From an optimization exercise on the open Yosys and OpenROAD flow, aimed at small area, a short achievable clock period and few clock cycles per item; shortcuts taken in it are not production practice. In this exercise RTL edits were held to simulation tests only and were not proved equivalent to the original. Power figures rest on the tool's default switching activity, not on a simulated workload.

===== flow/design.v =====
`timescale 1ns / 1ps
`timescale 1ns / 1ps
module rsa_core (
    input  wire         clk,
    input  wire         rst,
    input  wire         start,
    input  wire         enc,
    input  wire [2:0]   ph,       
    input  wire [64:0]  exp_t,    
    input  wire [64:0]  msg_t1,   
    input  wire [64:0]  r2_t1,    
    input  wire [511:0] nmod,
    output reg          finish,
    output wire [511:0] result);
    localparam W  = 515;    
    localparam CW = 65;     
    localparam ST_IDLE  = 4'd0;
    localparam ST_LDA   = 4'd1;
    localparam ST_LDX   = 4'd2;
    localparam ST_PRIM1 = 4'd3;
    localparam ST_PRIM2 = 4'd4;
    localparam ST_ITER  = 4'd5;
    localparam ST_CNV   = 4'd6;
    localparam ST_WAIT  = 4'd7;
    localparam ST_ONE   = 4'd8;
    localparam ST_CORR  = 4'd9;
    localparam ST_ALN   = 4'd10;
    localparam ST_PRIM0 = 4'd11;
    localparam ST_WAIT2 = 4'd12;
    localparam OP_C1  = 3'd0;   
    localparam OP_C2  = 3'd1;   
    localparam OP_SQ  = 3'd2;   
    localparam OP_MU  = 3'd3;   
    localparam OP_FIN = 3'd4;   
    localparam OP_P3  = 3'd5;   
    localparam OP_M3  = 3'd6;   
    reg [3:0] st;
    reg [2:0] op;      
    reg [2:0] nop;     
    reg       wf, nwf;     
    reg       pre, npre;   
    reg [2:0] k;
    reg [7:0] it;
    reg [7:0] fi;
    reg       first;
    reg [519:0] A;
    reg [519:0] X;
    reg [519:0] X3;
    reg [W-1:0] S;
    reg [W-1:0] C;
    reg         cl;
    reg         cy;
    reg [11:0]  lo12;  
    reg [7:0]   blo;   
    assign result = A[511:0];
    wire iter  = (st == ST_ITER);
    wire cnv   = (st == ST_CNV);
    wire chain = cnv && (op == OP_C1 || op == OP_SQ || op == OP_MU || op == OP_P3 || op == OP_M3);
    wire prim0 = (st == ST_PRIM0) || (chain && k == 3'd5);
    wire prim1 = (st == ST_PRIM1) || (chain && k == 3'd6);
    wire prim2 = (st == ST_PRIM2) || (chain && k == 3'd7);
    wire cnv_a = (op != OP_C1) && (op != OP_P3);
    wire cnv_3 = (op == OP_P3);
    wire cnv_x = (op == OP_C1) || (op == OP_C2);
    reg [2:0] ecc;
    reg [6:0] eco;
    reg       ebit, ebv, scanning, found;
    reg       eb_now, eh_r, pchg;
    wire      ehere = eh_r && !pchg;
    always @(posedge clk) begin
        eb_now <= exp_t[eco];
        eh_r   <= (ph == ecc);
    end
    wire      ezero  = (ecc == 3'd0) && (eco == 7'd0);
    wire [2:0] ecc_m = (eco == 7'd0) ? ecc - 3'd1 : ecc;
    wire [6:0] eco_m = (eco == 7'd0) ? 7'd64 : eco - 7'd1;
    reg       ebit1, ebv1, eb1_now, eh1_r;
    wire      ehere1 = eh1_r && !pchg;
    always @(posedge clk) begin
        eb1_now <= exp_t[eco_m];
        eh1_r   <= (ph == ecc_m);
    end
    reg          src_a, src_one, src_3, byp;
    wire [515:0] Abits = {A[513], A[513], A[513:0]};
    wire [515:0] Xbits = {X[513], X[513], X[513:0]};
    wire         fi_ok   = (fi <= 8'd128);
    wire [3:0]   ga = Abits[4*fi +: 4];
    wire [3:0]   gx = Xbits[4*fi +: 4];
    wire [3:0]   glo = (fi[1:0] == 2'd0) ? lo12[3:0] : (fi[1:0] == 2'd1) ? lo12[7:4] : lo12[11:8];
    wire [515:0] X3bits = {X3[513], X3[513], X3[513:0]};
    wire [3:0]   g3 = X3bits[4*fi +: 4];
    reg  [3:0]   gsel;   
    wire         gsign = src_a ? A[513] : src_3 ? X3[513] : X[513];
    wire [3:0]   gfetch = !fi_ok ? {4{gsign & ~src_one}} :
                          src_one ? {3'b000, fi == 8'd0} :
                          (byp && fi < 8'd3) ? glo :
                          src_a ? ga : src_3 ? g3 : gx;
    reg       gn3;    
    wire       gp   = prim1 ? 1'b0 : gn3;
    wire       e0s1 = gsel[0] ^ gp;
    wire       e0s2 = (gsel[1] & ~gsel[0] & ~gp) | (~gsel[1] & gsel[0] & gp);
    wire       e0n  = gsel[1] & ~(gsel[0] & gp);
    wire       e1s1 = gsel[2] ^ gsel[1];
    wire       e1s2 = (gsel[3] & ~gsel[2] & ~gsel[1]) | (~gsel[3] & gsel[2] & gsel[1]);
    wire       e1n  = gsel[3] & ~(gsel[2] & gsel[1]);
    wire [7:0] ep0  = (({8{e0s1}} & blo) | ({8{e0s2}} & {blo[6:0], 1'b0})) ^ {8{e0n}};
    wire [7:0] ep1  = (({8{e1s1}} & blo) | ({8{e1s2}} & {blo[6:0], 1'b0})) ^ {8{e1n}};
    reg n0s1, n0s2, n0n, n1s1, n1s2, n1n;
    reg [3:0] K0;       
    reg [1:0] K1;       
    reg [7:0] pa_r;     
    reg a0s1, a0s2, a0n, a1s1, a1s2, a1n;
    reg q0p1, q0m1, q0p2, q1p1, q1m1, q1p2;    
    wire [515:0] B  = {A[513], A[513], A[513:0]};
    wire [513:0] Mx = {2'b00, nmod};
    wire [513:0] Mn = ~Mx;
    wire [515:0] pa0r = (({516{a0s1}} & B) | ({516{a0s2}} & {B[514:0], 1'b0})) ^ {516{a0n}};
    wire [515:0] pa0  = {~pa0r[515], pa0r[514:0]};
    wire [515:0] pa1r = (({516{a1s1}} & B) | ({516{a1s2}} & {B[514:0], 1'b0})) ^ {516{a1n}};
    wire [515:0] pa1  = {~pa1r[515], pa1r[514:0]};
    wire [513:0] pq0l = ({514{q0p1}} & Mx) | ({514{q0m1}} & {Mn[513:1], 1'b1}) | ({514{q0p2}} & {Mx[512:0], 1'b0});
    wire [515:0] pq0  = first ? {~q0m1, q0m1, pq0l} : {1'b0, ~q0m1, pq0l};
    wire [513:0] pq1l = ({514{q1p1}} & Mx) | ({514{q1m1}} & {Mn[513:1], 1'b1}) | ({514{q1p2}} & {Mx[512:0], 1'b0});
    wire [515:0] pq1  = {1'b0, ~q1m1, pq1l};
    wire [515:0] xs  = {1'b0, S};
    wire [515:0] xc  = {1'b0, C};
    wire [515:0] sa  = xs ^ xc ^ pa0;
    wire [515:0] ca  = (xs & xc) | (xs & pa0) | (xc & pa0);
    wire [517:0] pq0x = {2'b00, pq0};
    wire [517:0] pa1x = {pa1, a1n, 1'b0};
    wire [517:0] pq1x = {pq1, a1n, 1'b0};
    wire [517:0] sb  = pq0x ^ pa1x ^ pq1x;
    wire [517:0] cb  = (pq0x & pa1x) | (pq0x & pq1x) | (pa1x & pq1x);
    wire [517:0] sax = {2'b00, sa};
    wire [517:0] cax = {1'b0, ca, cl};
    wire [517:0] sc  = sax ^ cax ^ sb;
    wire [517:0] cc  = (sax & cax) | (sax & sb) | (cax & sb);
    wire [518:0] scx = {1'b0, sc};
    wire [518:0] ccx = {cc, 1'b0};
    wire [518:0] cbx = {cb, a0n};
    wire [518:0] sd  = scx ^ ccx ^ cbx;
    wire [518:0] cd  = (scx & ccx) | (scx & cbx) | (ccx & cbx);
    wire [W-1:0] s_nx  = sd[518:4];
    wire [W-1:0] c_nx  = cd[517:3];
    wire         cl_nx = (|sd[3:0]) | (|cd[2:0]);
    reg  [7:0] p1_r;
    wire [7:0] m8   = nmod[7:0];
    wire [7:0] q1m8 = {({6{q1p1}} & m8[5:0]) | ({6{q1m1}} & {~m8[5:1], 1'b1}) | ({6{q1p2}} & {m8[4:0], 1'b0}), 2'b00};
    wire [7:0] x1 = S[7:0] ^ C[7:0] ^ p1_r;
    wire [7:0] y1 = {(S[6:0] & C[6:0]) | (S[6:0] & p1_r[6:0]) | (C[6:0] & p1_r[6:0]), cl};
    wire [7:0] x2 = x1 ^ y1 ^ q1m8;
    wire [7:0] y2 = {(x1[6:0] & y1[6:0]) | (x1[6:0] & q1m8[6:0]) | (y1[6:0] & q1m8[6:0]), 1'b0};
    wire [3:0] g  = x2[3:0] & y2[3:0];
    wire [3:0] p  = x2[3:0] ^ y2[3:0];
    wire       g10 = g[1] | (p[1] & g[0]);
    wire       g32 = g[3] | (p[3] & g[2]);
    wire       p32 = p[3] & p[2];
    wire       c4  = g32 | (p32 & g10);
    wire [3:0] hg  = x2[7:4] & y2[7:4];
    wire [3:0] hp  = x2[7:4] ^ y2[7:4];
    wire       hc2 = hg[1] | (hp[1] & hg[0]);
    wire       hc3 = hg[2] | (hp[2] & hg[1]) | (hp[2] & hp[1] & hg[0]);
    wire [3:0] H0  = hp ^ {hc3, hc2, hg[0], 1'b0};
    wire [3:0] mp1  = m8[3:0];
    wire [3:0] mm1  = {~m8[3:1], 1'b1};
    wire [3:0] mp2  = {m8[2:0], 1'b0};
    wire [7:0] M8m1 = {~m8[7:1], 1'b1};
    wire [7:0] M8p2 = {m8[6:0], 1'b0};
    wire [2:0] q1tab [0:15];
    wire [2:0] q0tab [0:3];
    wire [7:0] p1tab [0:3];
    genvar z;
    generate
        for (z = 0; z < 16; z = z + 1) begin : g_qt
            wire [3:0] e   = z + K0;
            wire       t0p1 = e[0] & (e[1] ^ nmod[1]);
            wire       t0m1 = e[0] & ~(e[1] ^ nmod[1]);
            wire       t0p2 = e[1] & ~e[0];
            wire [3:0] qm  = ({4{t0p1}} & mp1) | ({4{t0m1}} & mm1) | ({4{t0p2}} & mp2);
            wire [3:0] w   = e + qm;
            wire [1:0] l   = w[3:2] + K1;
            assign q1tab[z] = {l[0] & (l[1] ^ nmod[1]), l[0] & ~(l[1] ^ nmod[1]), l[1] & ~l[0]};
            if (z < 4) begin : g_q0
                assign q0tab[z] = {t0p1, t0m1, t0p2};
                assign p1tab[z] = pa_r + (({8{t0p1}} & m8) | ({8{t0m1}} & M8m1) | ({8{t0p2}} & M8p2));
            end
        end
    endgenerate
    wire [2:0] q0tab1 [0:3];
    wire [2:0] q1tab1 [0:15];
    wire [7:0] p1tab1 [0:3];
    generate
        for (z = 0; z < 16; z = z + 1) begin : g_rot
            assign q1tab1[z] = q1tab[(z + 1) % 16];
            if (z < 4) begin : g_rot4
                assign q0tab1[z] = q0tab[(z + 1) % 4];
                assign p1tab1[z] = p1tab[(z + 1) % 4];
            end
        end
    endgenerate
    wire [2:0] q0n = !iter ? q0tab[0] : c4 ? q0tab1[H0[1:0]] : q0tab[H0[1:0]];
    wire [2:0] q1n = !iter ? q1tab[0] : c4 ? q1tab1[H0] : q1tab[H0];
    wire [1:0] Z2  = H0[1:0];
    wire [7:0] p1a = ({8{Z2 == 2'd0}} & p1tab[0]) | ({8{Z2 == 2'd1}} & p1tab[1]) |
                     ({8{Z2 == 2'd2}} & p1tab[2]) | ({8{Z2 == 2'd3}} & p1tab[3]);
    wire [7:0] p1b = ({8{Z2 == 2'd0}} & p1tab1[0]) | ({8{Z2 == 2'd1}} & p1tab1[1]) |
                     ({8{Z2 == 2'd2}} & p1tab1[2]) | ({8{Z2 == 2'd3}} & p1tab1[3]);
    wire [7:0] p1n = !iter ? p1tab[0] : c4 ? p1b : p1a;
    wire [CW:0] sum = {1'b0, S[CW-1:0]} + {1'b0, C[CW-1:0]} + {{CW{1'b0}}, cy};
    reg  ld_r2, ld_msg, ld_a;
    reg  [7:0] nsel;     
    wire [519:0]  nme = {8'b0, nmod};
    reg  [CW-1:0] nch;
    integer j;
    always @(*) begin
        nch = {CW{1'b0}};
        for (j = 0; j < 8; j = j + 1)
            nch = nch | ({CW{nsel[j]}} & nme[CW*j +: CW]);
    end
    wire [CW-1:0] s_ld = ({CW{ld_a}} & A[2*CW-1:CW]);
    wire [CW-1:0] c_ld = ({CW{ld_r2}} & r2_t1) | ({CW{ld_msg}} & msg_t1) | nch;
    reg  zneg;           
    wire a_we = (st == ST_LDA) || (st == ST_ONE) || ((st == ST_CORR) && zneg) || (cnv && cnv_a);
    wire x_we = (st == ST_LDX) || (cnv && cnv_x);
    always @(posedge clk) begin
        if (a_we) A <= {sum[CW-1:0], A[519:CW]};
        if (x_we) X <= {sum[CW-1:0], X[519:CW]};
        if (cnv && cnv_3) X3 <= {sum[CW-1:0], X3[519:CW]};
        if (iter && it == it_last)                     cy <= cl_nx;
        else if (st == ST_WAIT && !scanning && !found) cy <= 1'b1;
        else                                           cy <= sum[CW];
        if (cnv && k == 3'd0) lo12 <= sum[11:0];
        if (cnv && k == 3'd7) zneg <= sum[513 - 7*CW];
        if (cnv && k == 3'd0 && cnv_a) blo <= sum[7:0];
        else if (!(cnv && cnv_a))      blo <= A[7:0];
        if (iter) begin
            S  <= s_nx;
            C  <= c_nx;
            cl <= cl_nx;
        end else begin
            S  <= {{CW{1'b0}}, S[W-1:2*CW], S[2*CW-1:CW] | s_ld};
            C  <= {{CW{1'b0}}, C[W-1:2*CW], C[2*CW-1:CW] | c_ld};
            cl <= 1'b0;
        end
    end
    always @(posedge clk) begin
        a0s1 <= n0s1; a0s2 <= n0s2; a0n <= n0n;
        a1s1 <= n1s1; a1s2 <= n1s2; a1n <= n1n;
        {q0p1, q0m1, q0p2} <= q0n;
        {q1p1, q1m1, q1p2} <= q1n;
        p1_r <= p1n;
        gsel <= gfetch;
        gn3  <= gsel[3];
        n0s1 <= e0s1; n0s2 <= e0s2; n0n <= e0n;
        n1s1 <= e1s1; n1s2 <= e1s2; n1n <= e1n;
        K0   <= ep0[3:0] + {3'd0, e0n};
        K1   <= ep1[1:0] + {1'b0, e1n};
        pa_r <= ep0 + {7'd0, e0n} + {ep1[5:0], 2'b00} + {5'd0, e1n, 2'b00};
        fi   <= (prim0 || prim1 || prim2 || iter) ? fi + 8'd1 : 8'd0;
        src_a   <= (cnv ? nop : op) == OP_SQ;
        src_one <= (cnv ? nop : op) == OP_FIN;
        src_3   <= (cnv ? nop : op) == OP_M3;
        byp     <= cnv && (((cnv ? nop : op) == OP_SQ) ? cnv_a : ((cnv ? nop : op) == OP_M3) ? cnv_3 : cnv_x);
        first <= prim2;
    end
    wire [7:0] it_last = (op == OP_C2) ? 8'd253 : 8'd128;
    reg [3:0] st_n;
    reg [2:0] k_n;
    always @(*) begin
        st_n = st;
        k_n  = k;
        case (st)
        ST_IDLE:  if (start) st_n = ST_ALN;
        ST_ALN:   if (ph == 3'd7) begin st_n = ST_LDA; k_n = 3'd0; end
        ST_LDA:   begin k_n = k + 3'd1; if (k == 3'd7) st_n = ST_LDX; end
        ST_LDX:   begin k_n = k + 3'd1; if (k == 3'd7) st_n = ST_PRIM0; end
        ST_PRIM0: st_n = ST_PRIM1;
        ST_PRIM1: st_n = ST_PRIM2;
        ST_PRIM2: st_n = ST_ITER;
        ST_ITER:  if (it == it_last) begin st_n = ST_CNV; k_n = 3'd0; end
        ST_CNV: begin
            k_n = k + 3'd1;
            if (k == 3'd7) begin
                if (op == OP_C2)        st_n = ST_WAIT;
                else if (op == OP_FIN)  st_n = ST_CORR;
                else                    st_n = ST_ITER;
            end
        end
        ST_WAIT: if (!scanning) begin
            if (!found) begin st_n = ST_ONE; k_n = 3'd0; end
            else st_n = ST_WAIT2;
        end
        ST_WAIT2: st_n = ST_PRIM0;
        ST_ONE, ST_CORR: begin k_n = k + 3'd1; if (k == 3'd7) st_n = ST_IDLE; end
        default: st_n = ST_IDLE;
        endcase
        if (rst) st_n = ST_IDLE;
    end
    always @(posedge clk) begin
        st <= st_n;
        k  <= k_n;
        ld_r2  <= ((st == ST_IDLE) && start && (ph == 3'd6)) ||
                  ((st == ST_ALN) && (ph == 3'd6)) ||
                  ((st == ST_ALN) && (ph == 3'd7)) ||
                  ((st == ST_LDA) && (k <= 3'd5));
        ld_msg <= ((st == ST_LDA) && (k == 3'd6)) || ((st == ST_LDA) && (k == 3'd7)) ||
                  ((st == ST_LDX) && (k <= 3'd5));
        ld_a   <= (cnv && (op == OP_FIN) && (k >= 3'd6)) || ((st == ST_CORR) && (k <= 3'd5));
        nsel   <= ((cnv && (op == OP_FIN) && (k == 3'd6)) ? 8'b00000001 : 8'b0) |
                  ((cnv && (op == OP_FIN) && (k == 3'd7)) ? 8'b00000010 : 8'b0) |
                  (((st == ST_CORR) && (k <= 3'd5)) ? (8'b00000100 << k) : 8'b0);
    end
    always @(posedge clk) begin
        finish <= 1'b0;
        pchg   <= 1'b0;
        if (rst) begin
            scanning <= 1'b0;
        end else begin
            if (scanning && ehere) begin
                if (eb_now) begin
                    scanning <= 1'b0;
                    found    <= 1'b1;
                end else if (ezero) begin
                    scanning <= 1'b0;
                    found    <= 1'b0;
                end else begin
                    ecc <= ecc_m;
                    eco <= eco_m;
                    pchg <= 1'b1;
                end
            end
            if (!scanning && !ebv && ehere) begin
                ebit <= eb_now;
                ebv  <= 1'b1;
            end
            if (!scanning && !ebv1 && ehere1) begin
                ebit1 <= eb1_now;
                ebv1  <= 1'b1;
            end
            case (st)
            ST_IDLE: begin
                if (start) begin
                    scanning <= 1'b1;
                    found    <= 1'b0;
                    ebv      <= 1'b1;
                    ebv1     <= 1'b1;
                    ecc      <= enc ? 3'd0 : 3'd7;
                    pchg     <= 1'b1;
                    eco      <= enc ? 7'd15 : 7'd56;
                end
            end
            ST_LDX: if (k == 3'd6) op <= OP_C1;
            ST_PRIM2: it <= 8'd0;
            ST_ITER: begin
                it <= it + 8'd1;
                if (it == it_last) begin
                    case (op)
                    OP_C1: nop <= OP_C2;
                    OP_SQ, OP_P3, OP_MU, OP_M3: begin
                        nwf  <= 1'b0;
                        npre <= 1'b0;
                        if (op == OP_SQ && pre) begin
                            nop <= OP_P3;
                        end else if (op == OP_SQ && wf) begin
                            nop <= OP_M3;
                        end else if ((op == OP_SQ || op == OP_P3) && ebit) begin
                            if (!ezero && ebit1) begin
                                ecc <= ecc_m;
                                eco <= eco_m;
                                pchg <= 1'b1;
                                ebv <= 1'b0; ebv1 <= 1'b0;
                                nop <= OP_SQ;
                                nwf <= 1'b1;
                            end else begin
                                nop <= OP_MU;
                            end
                        end else if (ezero) begin
                            nop <= OP_FIN;
                        end else begin
                            ecc <= ecc_m;
                            eco <= eco_m;
                            pchg <= 1'b1;
                            ebv <= 1'b0; ebv1 <= 1'b0;
                            nop <= OP_SQ;
                        end
                    end
                    default: nop <= op;
                    endcase
                end
            end
            ST_CNV: begin
                if (k == 3'd7) begin
                    it <= 8'd0;
                    if (op != OP_FIN && op != OP_C2) begin
                        op  <= nop;
                        wf  <= nwf;
                        pre <= npre;
                    end
                end
            end
            ST_WAIT: begin
                if (!scanning && found) begin
                    if (ezero) begin
                        op <= OP_FIN;
                    end else begin
                        ecc <= ecc_m;
                        eco <= eco_m;
                        pchg <= 1'b1;
                        ebv <= 1'b0; ebv1 <= 1'b0;
                        op  <= OP_SQ;
                        pre <= 1'b1;
                        wf  <= 1'b0;
                    end
                end
            end
            ST_ONE, ST_CORR: if (k == 3'd7) finish <= 1'b1;
            default: ;
            endcase
        end
    end
endmodule
`timescale 1ns / 1ps
module rsa_wrapper #(parameter N = 512, parameter LOGN = 9)
(
    input           clk,
    input           resetn,
    input  [  31:0] arm_to_fpga_cmd,
    input           arm_to_fpga_cmd_valid,
    output          fpga_to_arm_done,
    input           fpga_to_arm_done_read,
    input           arm_to_fpga_data_valid,
    output          arm_to_fpga_data_ready,
    input  [N-1:0] arm_to_fpga_data,
    output          fpga_to_arm_data_valid,
    input           fpga_to_arm_data_ready,
    output [N-1:0] fpga_to_arm_data);
    reg st_idle, st_rd, st_wr, st_comp, st_done;
    reg [2:0] slot;
    wire cmd_go   = st_idle & arm_to_fpga_cmd_valid;
    wire start    = cmd_go & arm_to_fpga_cmd[0];
    wire core_fin;
    always @(posedge clk) begin
        if (resetn == 1'b0) begin
            st_idle <= 1'b1;
            st_rd   <= 1'b0;
            st_wr   <= 1'b0;
            st_comp <= 1'b0;
            st_done <= 1'b0;
            slot    <= 3'd0;
        end else begin
            if (cmd_go) begin
                st_idle <= 1'b0;
                case (arm_to_fpga_cmd[1:0])
                    2'd0:    st_rd   <= 1'b1;
                    2'd2:    st_wr   <= 1'b1;
                    default: st_comp <= 1'b1;
                endcase
            end
            if (rd_ready & arm_to_fpga_data_valid) begin
                st_rd   <= 1'b0;
                st_done <= 1'b1;
                slot    <= (slot == 3'd4) ? 3'd0 : slot + 3'd1;
            end
            if (st_wr & fpga_to_arm_data_ready) begin
                st_wr   <= 1'b0;
                st_done <= 1'b1;
            end
            if (st_comp & core_fin) begin
                st_comp <= 1'b0;
                st_done <= 1'b1;
            end
            if (st_done & fpga_to_arm_done_read) begin
                st_done <= 1'b0;
                st_idle <= 1'b1;
            end
        end
    end
    reg  [2:0]   ph;
    reg  [2:0]   lc;
    reg  [519:0] msg_r, exp_r, r2_r;
    reg  [N-1:0] nmod;
    wire [519:0] din_e  = {8'b0, arm_to_fpga_data};
    wire [64:0]  dchunk = din_e[65*ph +: 65];
    wire         ring_slot = (slot != 3'd2) && (slot != 3'd3);
    reg          rd_ready;    
    wire         st_rd_n   = (cmd_go & (arm_to_fpga_cmd[1:0] == 2'd0)) |
                             (st_rd & ~(rd_ready & arm_to_fpga_data_valid));
    wire [2:0]   lc_n      = !st_rd ? 3'd0 : arm_to_fpga_data_valid ? lc + 3'd1 : lc;
    always @(posedge clk) begin
        if (resetn == 1'b0) ph <= 3'd0;
        else                ph <= ph + 3'd1;
 rd_ready <= resetn & st_rd_n & (~ring_slot | (lc_n == 3'd7));
        if (st_rd && arm_to_fpga_data_valid) lc <= lc + 3'd1;
        else if (!st_rd)                     lc <= 3'd0;
        msg_r <= {(st_rd && slot == 3'd0) ? dchunk : msg_r[64:0], msg_r[519:65]};
        exp_r <= {(st_rd && slot == 3'd1) ? dchunk : exp_r[64:0], exp_r[519:65]};
        r2_r  <= {(st_rd && slot == 3'd4) ? dchunk : r2_r[64:0],  r2_r[519:65]};
        if (st_rd && slot == 3'd2) nmod <= arm_to_fpga_data;
    end
    rsa_core core (
        .clk    (clk),
        .rst    (~resetn),
        .start  (start),
        .enc    (~arm_to_fpga_cmd[1]),
        .ph     (ph),
        .exp_t  (exp_r[64:0]),
        .msg_t1 (msg_r[129:65]),
        .r2_t1  (r2_r[129:65]),
        .nmod   (nmod),
        .finish (core_fin),
        .result (fpga_to_arm_data));
    assign fpga_to_arm_done       = st_done;
    assign arm_to_fpga_data_ready = rd_ready;
    assign fpga_to_arm_data_valid = st_wr;
endmodule

===== flow/run.sh =====
#!/bin/bash
# synth_recipe.tcl (not shown) runs the flow's synth.tcl, then flattens the netlist and writes it again
# the make line also repeats each setting of config.mk as NAME=value (left out here)
make -C /OpenROAD-flow-scripts/flow DESIGN_CONFIG=/design/flow/config.mk WORK_HOME=/design/flow/orfs CLKGATE_MAP_FILE= SYNTH_SCRIPT=/design/flow/synth_recipe.tcl finish

===== flow/config.mk =====
export PLATFORM = sky130hd
export DESIGN_NAME = rsa_wrapper
export DESIGN_NICKNAME = rsa_wrapper
export VERILOG_FILES = /design/flow/design.v
export SDC_FILE = /design/flow/constraint.sdc
export NUM_CORES = 8
export LEC_CHECK = 0
export CAP_MARGIN = 30
export CORE_MARGIN = 2
export CORE_UTILIZATION = 45
export CTS_CLUSTER_DIAMETER = 150
export CTS_CLUSTER_SIZE = 20
export SETUP_SLACK_MARGIN = 5
export SLEW_MARGIN = 50

===== flow/constraint.sdc =====
create_clock -name core_clock -period 9.0 [get_ports {clk}]
set_input_delay 1.8000 -clock core_clock [delete_from_list [all_inputs] [get_ports {clk}]]
set_output_delay 1.8000 -clock core_clock [all_outputs]
set_load 0.01 [all_outputs]

==> results of run 1 <==
final timing paths:
path,start,endpoint,slack [ns],cells past startpoint
worst max-delay path,core.cy$_DFF_P_,core.zneg$_DFFE_PP_,4.81,19
worst min-delay path,r2_r[219]$_DFF_P_,r2_r[154]$_DFF_P_,0.28,0
worst max register to register,core.cy$_DFF_P_,core.zneg$_DFFE_PP_,4.81,19
worst min register to register,r2_r[219]$_DFF_P_,r2_r[154]$_DFF_P_,0.28,0
registers in the layout, indices dropped and copies added (netlist names), 4 cells and up:
signal     cells
core.A       520
core.X3      520
core.X       520
exp_r        520
msg_r        520
r2_r         520
core.C       515
core.S       514
nmod         512
core.lo12     12
core.blo       8
core.fi        8
core.it        8
core.nsel      8
core.p1_r      8
core.eco       7
core.pa_r      6
core.K0        4
core.gsel      4
core.st        4
layout make-up:
class	count	area, um^2
diodes	149	372.9
clock buffers	467	7707
clock inverters	28	604.3
fillers	49350	269600
inverters	2669	10080
multi-input cells	12870	117300
flip-flops and latches	4812	117800
well taps	7452	9324
repair buffers	2299	24220
repair inverters	5	43.79
report_power, final:
group	internal [uW]	switching, uW	total [uW]	leakage, uW
Combinational	35000	57000	92000	0.0694
Sequential	26200	2500	28700	0.0416
Clock	6010	8090	14100	0.00392
per-stage QoR:
stage / total power (uW) / cell area (um^2) / worst slack [ns] / utilization (%)
6_report: 134800 / 287500 / 4.813 / 51.60
3_5_place_dp: 111800 / 270300 / 3.248 / 48.52
5_1_grt: 143100 / 287200 / 4.739 / 51.54
3_3_place_gp: 109900 / 266700 / 3.042 / 47.87
4_1_cts: 131100 / 285600 / 4.864 / 51.27
2_1_floorplan: 81210 / 252000 / 0.1006 / -
placed cells by master (no fill, tap or decap), types with 186 or more instances in the layout:
cell type / count
sky130_fd_sc_hd__buf_6: 199
sky130_fd_sc_hd__inv_1: 2654
sky130_fd_sc_hd__a221oi_1: 1020
sky130_fd_sc_hd__dfxtp_1: 2639
sky130_fd_sc_hd__mux4_2: 444
sky130_fd_sc_hd__a21oi_1: 371
sky130_fd_sc_hd__nor2_1: 1320
sky130_fd_sc_hd__edfxtp_1: 2131
sky130_fd_sc_hd__clkdlybuf4s50_1: 731
sky130_fd_sc_hd__mux2i_1: 258
sky130_fd_sc_hd__nand2_1: 2964
sky130_fd_sc_hd__fa_1: 2074
sky130_fd_sc_hd__a22oi_1: 1192
sky130_fd_sc_hd__xor2_1: 564
sky130_fd_sc_hd__clkbuf_16: 289
sky130_fd_sc_hd__xnor2_1: 618
sky130_fd_sc_hd__o21ai_0: 514
sky130_fd_sc_hd__clkbuf_1: 186
sky130_fd_sc_hd__buf_4: 789
repair_timing:
| item | 4_1_cts | 5_1_grt |
|---|---|---|
| resized for setup | 857 | 135 |
| buffers inserted | 547 | 26 |
| gates cloned | 29 | 10 |
| endpoints found under the setup margin | 1535 | 340 |
| pin swaps | 72 | 49 |
cell families after synthesis:
family | Yosys count | share of synthesized area (%)
and+or+nand+nor | 4813 | 7.667
DFF | 4812 | 46.70
buffers and inverters | 4529 | 7.595
AOI/OAI and AO/OA | 3777 | 10.96
adders and majority gates | 2251 | 17.37
xor gates and xnor gates | 1246 | 4.401
muxes | 779 | 5.308
per-layer routing:
| layer | vias up | share of wire, % |
|---|---|---|
| met3 | 3039 | 17 |
| li1 | 76590 | - |
| met1 | 98880 | 36 |
| met4 | 104 | 7.1 |
| met5 | - | 0.094 |
| met2 | 16160 | 39 |
critical path: stages, from the launching register on:
cell and delay, ns:
sky130_fd_sc_hd__dfxtp_2 0.34, sky130_fd_sc_hd__inv_2 0.04, sky130_fd_sc_hd__fa_2 0.40, sky130_fd_sc_hd__inv_2 0.07, sky130_fd_sc_hd__fa_2 0.20, sky130_fd_sc_hd__a211oi_2 0.08, sky130_fd_sc_hd__o211ai_1 0.17, sky130_fd_sc_hd__buf_4 0.18
sky130_fd_sc_hd__a21oi_4 0.07, sky130_fd_sc_hd__buf_12 0.16, sky130_fd_sc_hd__a2111oi_4 0.52, sky130_fd_sc_hd__a2111oi_4 0.06, sky130_fd_sc_hd__buf_6 0.18, sky130_fd_sc_hd__or3_4 0.50, sky130_fd_sc_hd__nand4_1 0.15, sky130_fd_sc_hd__buf_6 0.16
sky130_fd_sc_hd__a21oi_4 0.08, sky130_fd_sc_hd__o21ai_4 0.23, sky130_fd_sc_hd__xor2_4 0.10, sky130_fd_sc_hd__buf_12 0.17
==> notes.md, run 1 <==
The sink count of the clock tree came out at 4812. The worst slew slack as a fraction of its limit came out at 37.41%. Among all cell types in the netlist, the one instantiated most often is sky130_fd_sc_hd__nand2_1. The worst-case IR drop observed on VDD is 412.4 uV. The y dimension of the die is 752.3 um.

The routing usage on met1 is 53.90%. The final worst-path cycle share is 46.52%. The total number of nets in the final design came out at 25730. The first global-routing pass estimated 1596 mm of wire. The tightest min-delay check is of the reg2reg type. STA classifies the critical path startpoint as a flip-flop. The layout overhead on the synthesized area is 14.10%. Setup repair after global routing could not meet its margin everywhere. The clock root buffer is sky130_fd_sc_hd__clkbuf_16. The distinct cell type count after synthesis is 97. Ranked by instance count, the synthesized netlist is headed by sky130_fd_sc_hd__nand2_1 (2972), sky130_fd_sc_hd__dfxtp_1 (2681), sky130_fd_sc_hd__inv_1 (2662), sky130_fd_sc_hd__edfxtp_1 (2131), sky130_fd_sc_hd__fa_1 (2077). The number of hold-slack violations in the final timing report is 0. The fmax came out at 238.8 MHz. The count of input and output buffers came out at 1034.

The number of levels in the clock H-tree is 5. The setup TNS after final layout came out at 0 ns. The initial standard-cell utilization of the core is 45.23%. The number of DRC markers in iteration 0 is 32780. Entering global routing, the biggest net connects 143 pins.

The cell row count came out at 274. The flow ran to the end and the layout has no timing, DRC or antenna violations. The worst hold slack came out at 0.2822 ns. After synthesis, the share of flip-flops with an asynchronous set or reset is 0%.

At the end of routability-driven placement, the weighted congestion stood at 0.9931. The number of synthesized register bits is 4812. The synthesized net count is 25010. The placed wire-length estimate is 877.4 mm. The cell count after synthesis came out at 22210.

After global routing, the most crowded layer is met2. The critical path in this run is classified as reg2reg. For this design the ratio of total power to cell area is 469.0 nW/um^2.

The detailed-route DRC error count is 0. The number of buffers inserted for hold repair after clock tree synthesis is 0. The number of vias after detailed routing came out at 194800. The count of pins over their slew limit came out at 0. Global routing consumed, over all layers together, 41.06% of the routing resources. The post-synthesis area per instance came out at 11.35 um^2. The data arrival time at the worst-slack endpoint is 4.97 ns.

From left edge to right edge, the die measures 752.3 um. The worst setup path is captured at a flip-flop. The sequential element share of the synthesized area is 46.70%. The final instance count without filler cells came out at 30750.

The CTS tree is built. Sorting the synthesized cells by area gives the leading types as sky130_fd_sc_hd__edfxtp_1 (25%), sky130_fd_sc_hd__dfxtp_1 (21%), sky130_fd_sc_hd__fa_1 (17%), sky130_fd_sc_hd__nand2_1 (4.4%), sky130_fd_sc_hd__mux4_2 (4.0%). The number of synthesized flops with an enable pin is 2131. The worst-margin pin slew came out at 0.9389 ns.

The biggest area contributor in the post-synthesis netlist is sky130_fd_sc_hd__edfxtp_1. The analysis attributes to cell leakage a power of 0.1149 uW. The critical-path maximum fanout is 5. The number of antenna violations at the first check in global routing is 238. The number of buffers on the longest clock path is 4. The aggregate global routing overflow came out at 0. The met3 layer usage reported by global route is 19.53%. The total of warnings raised by yosys is 2. For this block, the routed nets add up to 1202 mm of wire.

The fraction of layout instances using a drive strength above 1 is 11.09%. The number of failing setup endpoints in the final timing report came out at 0. After clock tree synthesis, the clock-pin slew on the worst setup and hold paths is 0.11 ns. The minimum clock period after layout came out at 4.187 ns. The routed via count divided by cell count is 6.335. The share of the synthesized area in the top cell type came out at 25.40%. Counting the buffers created by CTS gives 278.

The number of placed instances, taps included came out at 29470. The count of pins on the block boundary came out at 1065. The area inside the core boundary is 557100 um^2. Max-cap violations in this run came to 0. The routed wirelength normalized by instance count is 39.08 um.

The data required time of the critical path is 9.78 ns. The number of detailed-routing iterations run before antenna repair came out at 10. Between clock sinks in the finished design, the worst skew comes to 0.09638 ns. In this run the remaining antenna-violating nets after routing total 0. The mapped cell area came out at 251900 um^2. The global-route met2 utilization is 55.41%. The area of the die came out at 565900 um^2. The clock latency at the later pin of the worst-skew pair is 1.10 ns. The most used flip-flop cell after synthesis is sky130_fd_sc_hd__dfxtp_1. The via count of the first global-routing pass is 183900.
Testbench counts, summed over its fixed seeds: cycles 402,877, ops 12.
==> run 2, diff against run 1 <==
--- a/flow/config.mk
+++ b/flow/config.mk
@@ -9,3 +9,3 @@
 export CORE_MARGIN = 2
-export CORE_UTILIZATION = 45
+export CORE_UTILIZATION = 50
 export CTS_CLUSTER_DIAMETER = 150
==> run 2 against run 1 <==
- first-iteration DRC count is essentially flat
- register-to-register slack about the same
- critical path depth unchanged
- setup slack hardly changed
- sequential power is essentially flat
- sequential share of layout area grew 0.24 points
- clock-buffer cell count down 5
- fmax about the same
- clock skew shrank 0.035 ns
- wire length decreased by 0.83%
- combinational power about the same
- core utilization increased by 5.4 points
- largest cell class unchanged
- largest power group unchanged
- highest routed layer unchanged
==> notes.md, run 2 <==
The synthesized net count is 25010 (unchanged). The weighted congestion at the end of routability-driven global placement is 1.025 (+3.2%). In this run the worst hold path is classified as reg2reg. The number of levels in the clock H-tree is 5 (unchanged). The global router's overall resource usage is 45.31% (+4.2 points). The clock latency at the later pin of the worst-skew pair came to 1.05 ns (-0.05 ns). The sequential element share of the synthesized area came out at 46.70% (unchanged). The top cell types in the final layout, fill and taps aside, are sky130_fd_sc_hd__nand2_1 (2959), sky130_fd_sc_hd__inv_1 (2654), sky130_fd_sc_hd__dfxtp_1 (2640), sky130_fd_sc_hd__edfxtp_1 (2131), sky130_fd_sc_hd__fa_1 (2072). The count of nets left with antenna violations after detail routing came out at 0 (unchanged). The worst flop-to-flop path startpoint is core.cy$_DFF_P_. The routed wirelength normalized by instance count came out at 39.83 um (+1.9%). The cell that appears most often on the critical path is sky130_fd_sc_hd__buf_4. The number of stages on the worst hold path is 0 (unchanged). The number of synthesized flops with an enable pin came to 2131 (unchanged). The number of vias after detailed routing came to 194400 (-0.19%). The static leakage power was 0.1144 uW (-0.41%). The number of antenna violations at the first check in global routing came out at 213 (-11%).

The initial standard-cell utilization of the core came to 50.23% (+5.0 points). The share of the synthesized area in the top cell type is 25.40% (unchanged). The most used flip-flop cell after synthesis is sky130_fd_sc_hd__dfxtp_1. The cell area after placement came to 268900 um^2 (-0.52%). The number of CTS-inserted buffers was 278 (unchanged). The area of the die was 509600 um^2 (-9.9%). The cell count after synthesis is 22210 (unchanged). The cell type contributing the most total cell area after synthesis is sky130_fd_sc_hd__edfxtp_1. The mapped cell area is 251900 um^2 (unchanged). The flow ran to the end and the layout has no timing, DRC or antenna violations. The worst-margin pin slew was 0.9676 ns (+0.02872 ns).

The distinct cell type count after synthesis came to 97 (unchanged). The total number of nets in the final design came to 25640 (-0.34%). The worst ir drop on vdd was 415.4 uV (+0.74%). The number of DRC markers in iteration 0 is 32770 (-0.046%). The cell row count is 260 (-5.1%). The routed length on met1 came out at 427.9 mm (-1.6%).

The aggregate global routing overflow is 0 (unchanged). The number of buffers inserted for hold repair after clock tree synthesis is 0 (unchanged). The floorplan die width is 713.9 um (-5.1%). The pin count of the biggest net entering global routing came out at 150 (+4.9%). The fmax came to 238.8 MHz (about the same).

The critical path is of the reg2reg type. The fraction of the mapped netlist area in compound gates is 10.96% (unchanged). TritonCTS built the clock tree. The capture instance of the worst register-to-register path is core.X3[517]$_DFFE_PP_. The multiplexer share of the synthesized area is 5.308% (unchanged). The setup TNS after final layout is 0 ns (unchanged).

The via count of the first global-routing pass was 181000 (-1.6%). The post-synthesis share of cell area spent on xor and xnor gates came out at 4.401% (unchanged). The post-layout instance area was 285800 um^2 (-0.58%). The detailed-route DRC error count came out at 0 (unchanged). The data required time of the critical path came out at 9.78 ns (about the same). Setup repair after global routing could not meet its margin everywhere. The sink count of the clock tree came to 4812 (unchanged).

The fraction of layout instances using a drive strength above 1 came out at 10.85% (-0.24 points). The data arrival time at the worst-slack endpoint came out at 4.97 ns (about the same). The count of pins over their slew limit came out at 0 (unchanged). The worst clock skew is 0.06127 ns (-0.03511 ns). The worst-case register-to-register setup slack came out at 4.81 ns (about the same). The number of violations of the max-capacitance limit came out at 0 (unchanged). The minimum clock period after layout is 4.188 ns (+0.0004400 ns).

The worst slew slack as a fraction of its limit was 35.49% (-1.9 points). The wire length of the first global-routing pass is 1572 mm (-1.5%). The count of pins on the block boundary is 1065 (unchanged). The worst setup path is captured at a flip-flop. Ranked by total cell area, the synthesized netlist is headed by sky130_fd_sc_hd__edfxtp_1 (25%), sky130_fd_sc_hd__dfxtp_1 (21%), sky130_fd_sc_hd__fa_1 (17%), sky130_fd_sc_hd__nand2_1 (4.4%), sky130_fd_sc_hd__mux4_2 (4.0%).

The number of detailed-routing iterations run before antenna repair is 10 (unchanged). sky130_fd_sc_hd__nand2_1 is the most common cell in the netlist. The number of failing setup endpoints in the final timing report was 0 (unchanged). The main combinational cell family by area after synthesis is adder cells.

The y dimension of the die is 713.9 um (-5.1%). The final worst-path cycle share is 46.53% (about the same). The adder-cell share of the synthesized area came out at 17.37% (unchanged). The worst hold slack came out at 0.3064 ns (+0.02419 ns). The routed wire length on met3 was 205.1 mm (-0.84%).

The critical-path maximum fanout came to 4 (-1). The worst hold path begins at r2_r[253]$_DFF_P_. The wire length on met2 is 475.1 mm (+0.46%). The simple-gate portion of the synthesized area is 7.667% (unchanged). Routed signal wires occupy layers up through met5. The worst setup path is launched from a flip-flop. The post-synthesis area per instance is 11.35 um^2 (unchanged). The highest-delay cell along the critical path is sky130_fd_sc_hd__a2111oi_4. The routed via count divided by cell count is 6.498 (+2.6%). The placed wire-length estimate came to 864.2 mm (-1.5%). Sorting the synthesized cells by how often they occur yields sky130_fd_sc_hd__nand2_1 (2972), sky130_fd_sc_hd__dfxtp_1 (2681), sky130_fd_sc_hd__inv_1 (2662), sky130_fd_sc_hd__edfxtp_1 (2131), sky130_fd_sc_hd__fa_1 (2077). The total of warnings raised by yosys is 2 (unchanged). The number of buffers on the longest clock path came out at 4 (unchanged).

The layout overhead on the synthesized area is 13.44%. The fraction of registers with async set or reset after synthesis came out at 0% (unchanged). The number of synthesized register bits is 4812 (unchanged). The endpoint of the worst hold-timing path is r2_r[188]$_DFF_P_. The areal power density over the cells was 470.9 nW/um^2 (+0.41%). The area inside the core boundary is 501600 um^2 (-10%). Walking the worst path, the cells encountered are inv_4 > fa_2 > inv_2 > fa_2 > a211oi_2 > o211ai_1 > buf_4 > a21oi_4 > buf_12 > a2111oi_4 > a2111oi_4 > buf_6 > or3_4 > nand4_1 > buf_6 > buf_4 > a31oi_2 > xnor2_2 > buf_4. The clock transition time at the flip-flop clock pins of the worst setup and hold paths is 0.10 ns (about the same). The library cell used most frequently in the layout, excluding fill and tap cells, is sky130_fd_sc_hd__nand2_1. The worst reg2reg path depth is 19 (unchanged). The post-detailed-routing wire length is 1192 mm (-0.83%). The delay of the slowest cell on the worst path is 0.53 ns (about the same). The number of hold-slack violations in the final timing report came out at 0 (unchanged). The count of input and output buffers is 1034 (unchanged). The tree is rooted in a sky130_fd_sc_hd__clkbuf_16.
==> run 2: cell counts after synthesis <==
No cell type changed its count.
==> run 2: cell type report <==
| cell class | instances | area, um^2 |
|---|---|---|
| Timing Repair Buffer | 2212 | 23620 |
| Tap cell | 6681 | 8359 |
| Antenna cell | 185 | 462.9 |
| Multi-Input combinational cell | 12870 | 117300 |
| Clock inverter | 23 | 339.1 |
| Inverter | 2669 | 10100 |
| Clock buffer | 462 | 7775 |
| Fill cell | 42770 | 215800 |
| Timing Repair inverter | 4 | 37.54 |
| Sequential cell | 4812 | 117800 |
==> run 2: logic make-up after synthesis <==
group                    Yosys count
buffers and inverters           4529
AND/OR/NAND/NOR                 4813
multiplexers                     779
AO/OA/AOI/OAI                   3777
flip-flops                      4812
adder cells (fa/ha/maj)         2251
XOR/XNOR                        1246
==> run 2: routing by layer <==
| metal | GRT usage, % | vias up |
|---|---|---|
| li1 | - | 76440 |
| met1 | 59.37 | 98590 |
| met2 | 61.68 | 16190 |
| met3 | 21.67 | 3073 |
| met4 | 24.30 | 100 |
| met5 | 0.4902 | - |
==> run 2: what timing repair did <==
| item | CTS | global route |
|---|---|---|
| pin swaps | 51 | 77 |
| setup endpoints to repair | 1692 | 303 |
| gates cloned | 22 | 17 |
| buffers inserted | 475 | 67 |
| gates resized for setup | 832 | 158 |
==> run 2: power by group <==
group	total [uW]	switching [uW]	internal [uW]
clock network	13900	7870	6020
logic	91900	57000	34900
registers	28800	2600	26200
total	135000	67400	67200
==> run 2: worst max-delay path by stage <==
stage                         startpoint                     end  depth (start not counted)
floorplan           core.op[1]$_DFFE_PP_    core.X3[0]$_DFFE_PP_                          3
global placement         core.cy$_DFF_P_  core.X3[516]$_DFFE_PP_                         12
detailed placement       core.cy$_DFF_P_     core.zneg$_DFFE_PP_                         15
CTS                      core.cy$_DFF_P_     core.zneg$_DFFE_PP_                         19
global route             core.cy$_DFF_P_   core.A[517]$_DFFE_PP_                         19
finish                   core.cy$_DFF_P_  core.X3[517]$_DFFE_PP_                         19
==> run 2: worst max-delay path: cells and delay by family (launching register included) <==
kind / cells / cell delay [ns]
buffers and inverters: 8 / 1.07
AOI/OAI and AO/OA: 6 / 1.05
and+or+nand+nor: 2 / 0.64
adders and majority gates: 2 / 0.58
DFF: 1 / 0.39
xor gates and xnor gates: 1 / 0.19
==> run 2: metrics by stage <==
| stage | power [uW] | utilization, % | setup slack, ns | cells |
|---|---|---|---|---|
| detailed placement | 112000 | 53.60 | 3.557 | 28650 |
| finish | 134600 | 56.97 | 4.812 | 29910 |
| global placement | 110200 | 52.97 | 2.885 | 28450 |
| global route | 142700 | 56.89 | 4.792 | 29750 |
| CTS | 130200 | 56.48 | 4.808 | 29630 |
| floorplan | 81210 | - | 0.1006 | 22210 |

==> port drivers added, routing unchanged <==
In the flow no input, the clock included, has a driving cell. The finished layouts below were timed again as built, in two steps.
Step 1: set_driving_cell puts a clkbuf_16 on clk and a buf_2 on each other input, an assumption about the parent block.
Step 2 adds t to the input delays and takes it off the output delays; t is the mean of the earliest and latest rising clock arrival at the registers after step 1. Input paths then give back, and output paths get back, about the clock's delay inside the block.
Slacks: ideal / step 1 / step 2; pairs: ideal / step 1.
run	shift t [ns]	setup slack, ns	hold WS [ns]	pins driven straight from the clock port
run 1	1.187	4.813 / 4.787 / 4.457	0.282 / 0.282 / 0.282	1
run 2	1.144	4.812 / 4.786 / 4.621	0.306 / 0.306 / 0.306	1
After both steps setup and hold are still met in every run listed. For run 1, which loses most, drivers alone change the setup slack by -0.026 ns; drivers and shift together by -0.356 ns.
